From an optimization exercise on the open Yosys and OpenROAD flow, aimed at small area; shortcuts taken in it are not production practice. In this exercise RTL edits were held to simulation tests only and were not proved equivalent to the original. Power is estimated from default activity; no workload was simulated.

Setup of run 1:
==> flow/design.v <==
module pxconv(
    input clk,
    input rst,
	input [15:0] axi_to_pxconv_data,
	input axi_to_pxconv_valid,
	input pixel_ack,
	output reg pxconv_to_axi_ready_to_rd,
	output [11:0] pxconv_to_axi_mst_length,
	output [3:0] pxconv_to_bram_we,
	output [31:0] pxconv_to_bram_data,
	output reg pxconv_to_bram_wr_en,
	output [31:0] pxconv_to_bram_addr,
	output busy,
	output reg wnd_in_bram
    );
	genvar i;
	wire [4:0] r = axi_to_pxconv_data[15:11];
	wire [5:0] g = axi_to_pxconv_data[10:5];
	wire [4:0] b = axi_to_pxconv_data[4:0];
	wire [5:0] rb;
	wire [5:0] c1;
	assign c1[0] = 1'b0;
	generate for (i = 0; i < 5; i = i + 1) begin : add_rb
		assign rb[i] = r[i] ^ b[i] ^ c1[i];
		assign c1[i+1] = (r[i] & b[i]) | (c1[i] & (r[i] ^ b[i]));
	end endgenerate
	assign rb[5] = c1[5];
	wire [7:0] s;
	wire [6:0] c2;
	assign s[0] = g[0];
	assign c2[1] = 1'b0;
	generate for (i = 1; i < 6; i = i + 1) begin : add_s
		assign s[i] = rb[i-1] ^ g[i] ^ c2[i];
		assign c2[i+1] = (rb[i-1] & g[i]) | (c2[i] & (rb[i-1] ^ g[i]));
	end endgenerate
	assign s[6] = rb[5] ^ c2[6];
	assign s[7] = rb[5] & c2[6];
	wire [1:0] rem [0:8];
	wire [7:0] quo;
	assign rem[8] = 2'd0;
	generate for (i = 7; i >= 0; i = i - 1) begin : div3
		assign quo[i] = rem[i+1][1] | (rem[i+1][0] & s[i]);
		assign rem[i][1] = rem[i+1][1] ? s[i] : (rem[i+1][0] & ~s[i]);
		assign rem[i][0] = rem[i+1][1] ? ~s[i] : (~rem[i+1][0] & s[i]);
	end endgenerate
	wire [7:0] grey = {quo[5:0], rem[0]};
	reg [7:0] grey_d;    
	reg [7:0] data_q;    
	reg [18:0] px_cnt;   
	reg [12:0] addr_q;   
	reg valid_d;         
	reg wnd_d;           
	assign pxconv_to_axi_mst_length = 12'h080;
	assign pxconv_to_bram_we = 4'hf;
	assign pxconv_to_bram_data = {24'b0, data_q};
	assign pxconv_to_bram_addr = {19'b0, addr_q};
	assign busy = pxconv_to_bram_wr_en;
	always @(posedge clk) begin
		grey_d <= grey;
		data_q <= grey_d;
	end
	wire px_last = px_cnt[18] & px_cnt[15] & px_cnt[13] & px_cnt[12];
	wire px_wrap = axi_to_pxconv_valid & px_last;
	wire [19:0] px_t;
	wire [18:0] px_inc;
	assign px_t[0] = axi_to_pxconv_valid;
	generate for (i = 0; i < 19; i = i + 1) begin : px_ha
		assign px_inc[i] = px_cnt[i] ^ px_t[i];
		assign px_t[i+1] = px_cnt[i] & px_t[i];
	end endgenerate
	localparam [18:0] PX_LAST_BITS = 19'h4B001;
	wire addr_last = addr_q[12] & addr_q[10];
	wire addr_wrap = valid_d & addr_last;
	wire [13:0] addr_t;
	wire [12:0] addr_inc;
	assign addr_t[0] = valid_d;
	generate for (i = 0; i < 13; i = i + 1) begin : addr_ha
		assign addr_inc[i] = addr_q[i] ^ addr_t[i];
		assign addr_t[i+1] = addr_q[i] & addr_t[i];
	end endgenerate
	localparam [12:0] ADDR_LAST_BITS = 13'h1401;
	generate for (i = 0; i < 19; i = i + 1) begin : px_bit
		always @(posedge clk)
			px_cnt[i] <= ~rst & px_inc[i] & ~(PX_LAST_BITS[i] & px_wrap);
	end endgenerate
	generate for (i = 0; i < 13; i = i + 1) begin : addr_bit
		always @(posedge clk)
			if (i == 12 || i == 10)
				addr_q[i] <= rst | (addr_inc[i] & ~addr_wrap);
			else
				addr_q[i] <= ~rst & addr_inc[i] & ~(ADDR_LAST_BITS[i] & addr_wrap);
	end endgenerate
	wire px_hi = |px_cnt[18:13];
	wire px_ge_1400 = px_hi | (px_cnt[12] & (px_cnt[11] | px_cnt[10]));
	wire px_ge_13ff = px_ge_1400 | (px_cnt[12] & (&px_cnt[9:0]));
	always @(posedge clk) begin
		valid_d <= ~rst & axi_to_pxconv_valid;
		pxconv_to_bram_wr_en <= ~rst & valid_d;
		pxconv_to_axi_ready_to_rd <= ~rst & (~px_ge_13ff | pixel_ack);
		wnd_d <= ~rst & px_ge_1400;
		wnd_in_bram <= ~rst & wnd_d;
	end
endmodule
clock: 10.0 ns
lec_check: 0
abc_area: 1
cap_margin: 20
core_margin: 2
core_utilization: 40
slew_margin: 20
standard.sh (not shown) runs the stock make flow with config.mk's settings and CLKGATE_MAP_FILE= SYNTH_SCRIPT=/design/flow/synth_recipe.tcl, a recipe that flattens the netlist after the stock synthesis.
==> flow/flow/run.sh <==
#!/bin/bash
# The standard layout, with three changes to how it is built:
#  - after the standard synthesis, the combinational logic between the registers is mapped
#    again by ABC with a stronger area script (the registers, ports, tie cells and port
#    buffers of the standard synthesis are kept as they are, with their names);
#  - the constant outputs share the synthesis's single tie-high and tie-low cells instead of
#    getting one tie cell each;
#  - the port buffers are the smallest buffer, buf_1.
# Each tool's output goes to a log of its own in this folder.
set -euo pipefail
export SKIP_REPAIR_TIE_FANOUT=1
export BUFFER_PORTS_ARGS="-buffer_cell sky130_fd_sc_hd__buf_1"
export CTS_ARGS="-sink_clustering_enable -repair_clock_nets -dont_use_dummy_load -buf_list sky130_fd_sc_hd__clkbuf_8 -root_buf sky130_fd_sc_hd__clkbuf_8 -sink_clustering_size 60 -sink_clustering_max_diameter 500"
DEEPSYN_T=${DEEPSYN_T:-60}

bash standard.sh synth > standard_synth.log 2>&1

RES=orfs/results/${FLOW_PLATFORM}/pxconv/base
LIB=${FLOW_HOME}/platforms/${FLOW_PLATFORM}/lib/sky130_fd_sc_hd__tt_025C_1v80.lib
cp $RES/1_2_yosys.v standard_1_2_yosys.v

# cells kept as they are: registers, tie cells and the buffers synthesis put on the ports
keep=$(grep -oE 'sky130_fd_sc_hd__(df|conb|buf_4)[a-z0-9_]*' standard_1_2_yosys.v | sort -u)
dont_use=$(grep -oE 'cell \("sky130_fd_sc_hd__(lpflow_|probe)[a-z0-9_]*' $LIB | sed 's/cell ("//' | sort -u)
{
  echo "read_liberty -ignore_miss_func $LIB"
  echo "read_verilog standard_1_2_yosys.v"
  echo "hierarchy -top $FLOW_TOP"
  for c in $keep; do echo "setattr -mod -set blackbox 1 $c"; done
  echo "flatten"
  echo "hierarchy -top $FLOW_TOP"
  echo "opt_clean -purge"
  echo "stat -liberty $LIB"
  printf 'abc -liberty %s' "$LIB"
  for c in $dont_use; do printf ' -dont_use %s' "$c"; done
  echo " -script +strash;&get,-n;&deepsyn,-T,${DEEPSYN_T};&put;dch,-f;amap;topo"
  echo "opt_clean -purge"
  echo "rename -enumerate -pattern _r%_"
  echo "stat -liberty $LIB"
  echo "write_verilog -noattr -noexpr -nohex -nodec resynth.v"
} > resynth.ys
yosys -s resynth.ys > resynth.log 2>&1

cp resynth.v $RES/1_2_yosys.v
touch $RES/1_2_yosys.v
bash standard.sh > standard.log 2>&1
Run 1 completed; timing, DRC and antenna clean
Edits applied to the flow inputs when going from run 1 to run 2:
--- a/flow/flow/run.sh
+++ b/flow/flow/run.sh
@@ -12,3 +12,3 @@
 export BUFFER_PORTS_ARGS="-buffer_cell sky130_fd_sc_hd__buf_1"
-export CTS_ARGS="-sink_clustering_enable -repair_clock_nets -dont_use_dummy_load -buf_list sky130_fd_sc_hd__clkbuf_8 -root_buf sky130_fd_sc_hd__clkbuf_8 -sink_clustering_size 60 -sink_clustering_max_diameter 500"
+export CTS_ARGS="-sink_clustering_enable -repair_clock_nets -dont_use_dummy_load -buf_list sky130_fd_sc_hd__clkbuf_16 -root_buf sky130_fd_sc_hd__clkbuf_16 -sink_clustering_size 60 -sink_clustering_max_diameter 500 -sink_buffer_max_cap_derate 1.0"
 DEEPSYN_T=${DEEPSYN_T:-60}
--- outcome ---
- No stage failed in run 2, and the final checks on the layout all came back clean.
- Comparing the two runs side by side, run 2 comes out behind run 1 on via count.
- Routed wire length deteriorates in run 2 relative to run 1.
- The final critical delay including setup and external delays of run 2 exceeds that of run 1 by 0.022 ns.
What run 3 does differently from run 2 at the input level:
--- a/flow/flow/run.sh
+++ b/flow/flow/run.sh
@@ -12,3 +12,3 @@
 export BUFFER_PORTS_ARGS="-buffer_cell sky130_fd_sc_hd__buf_1"
-export CTS_ARGS="-sink_clustering_enable -repair_clock_nets -dont_use_dummy_load -buf_list sky130_fd_sc_hd__clkbuf_16 -root_buf sky130_fd_sc_hd__clkbuf_16 -sink_clustering_size 60 -sink_clustering_max_diameter 500 -sink_buffer_max_cap_derate 1.0"
+export CTS_ARGS="-sink_clustering_enable -repair_clock_nets -dont_use_dummy_load -buf_list sky130_fd_sc_hd__clkbuf_8 -root_buf sky130_fd_sc_hd__clkbuf_8 -sink_clustering_size 60 -sink_clustering_max_diameter 500 -sink_buffer_max_cap_derate 1.0"
 DEEPSYN_T=${DEEPSYN_T:-60}
--- outcome ---
Diff run 2 -> run 3: total routed wirelength -28 um; count of inverters not on the clock network in the layout neither gained nor lost much; internal power fell 0.043 mW; post-layout utilization of the core went down; clock-pin transition on the worst setup and hold timing paths increased 0.03 ns. Run 3 vs run 2, logic gate share of total power went up by 2.0 points. Run 3 against run 2: period utilization decreased by 0.22 points relative to the old numbers, worst setup margin saw an increase. Run 3 has total power below what run 2 had.
For run 4, these inputs were changed with respect to run 3:
--- a/flow/flow/run.sh
+++ b/flow/flow/run.sh
@@ -12,3 +12,2 @@
 export BUFFER_PORTS_ARGS="-buffer_cell sky130_fd_sc_hd__buf_1"
-export CTS_ARGS="-sink_clustering_enable -repair_clock_nets -dont_use_dummy_load -buf_list sky130_fd_sc_hd__clkbuf_8 -root_buf sky130_fd_sc_hd__clkbuf_8 -sink_clustering_size 60 -sink_clustering_max_diameter 500 -sink_buffer_max_cap_derate 1.0"
 DEEPSYN_T=${DEEPSYN_T:-60}
==> summary.txt <==
Against run 3, run 4 comes in about 3% higher on total power after layout.
Min total number of vias across run 4 and run 3: run 3
| filler cell count | run 4 vs run 3 | ≈ equal |
Lower final instance area was reported by run 3, not run 4.

[port drivers added, routing unchanged]
The results above use ideal ports. As a check the final layouts listed here were re-extracted and re-timed, cells and wires unchanged. Step 1: set_driving_cell puts a clkbuf_16 on clk and a buf_2 on each other input, an assumption about the parent block. Step 2, shift: input delay + t, output delay - t, t = (earliest + latest rising clock arrival at the registers) / 2. This alone moves slack from input paths to output paths. Three values: no drivers, after step 1, after step 2; two values: the first two.
run | t (ns) | slack for setup (ns) | worst slew at a driven data input, ns
run 1 | 0.321 | 4.034 / 4.040 / 3.720 | 0.03
run 2 | 0.309 | 4.012 / 4.021 / 3.712 | 0.03
run 3 | 0.321 | 4.034 / 4.040 / 3.720 | 0.03
run 4 | 0.328 | 4.035 / 4.041 / 3.713 | 0.03
After both steps every run listed still meets setup and hold. For run 4, which loses most, drivers alone change the setup slack by +0.006 ns; drivers and shift together by -0.322 ns.
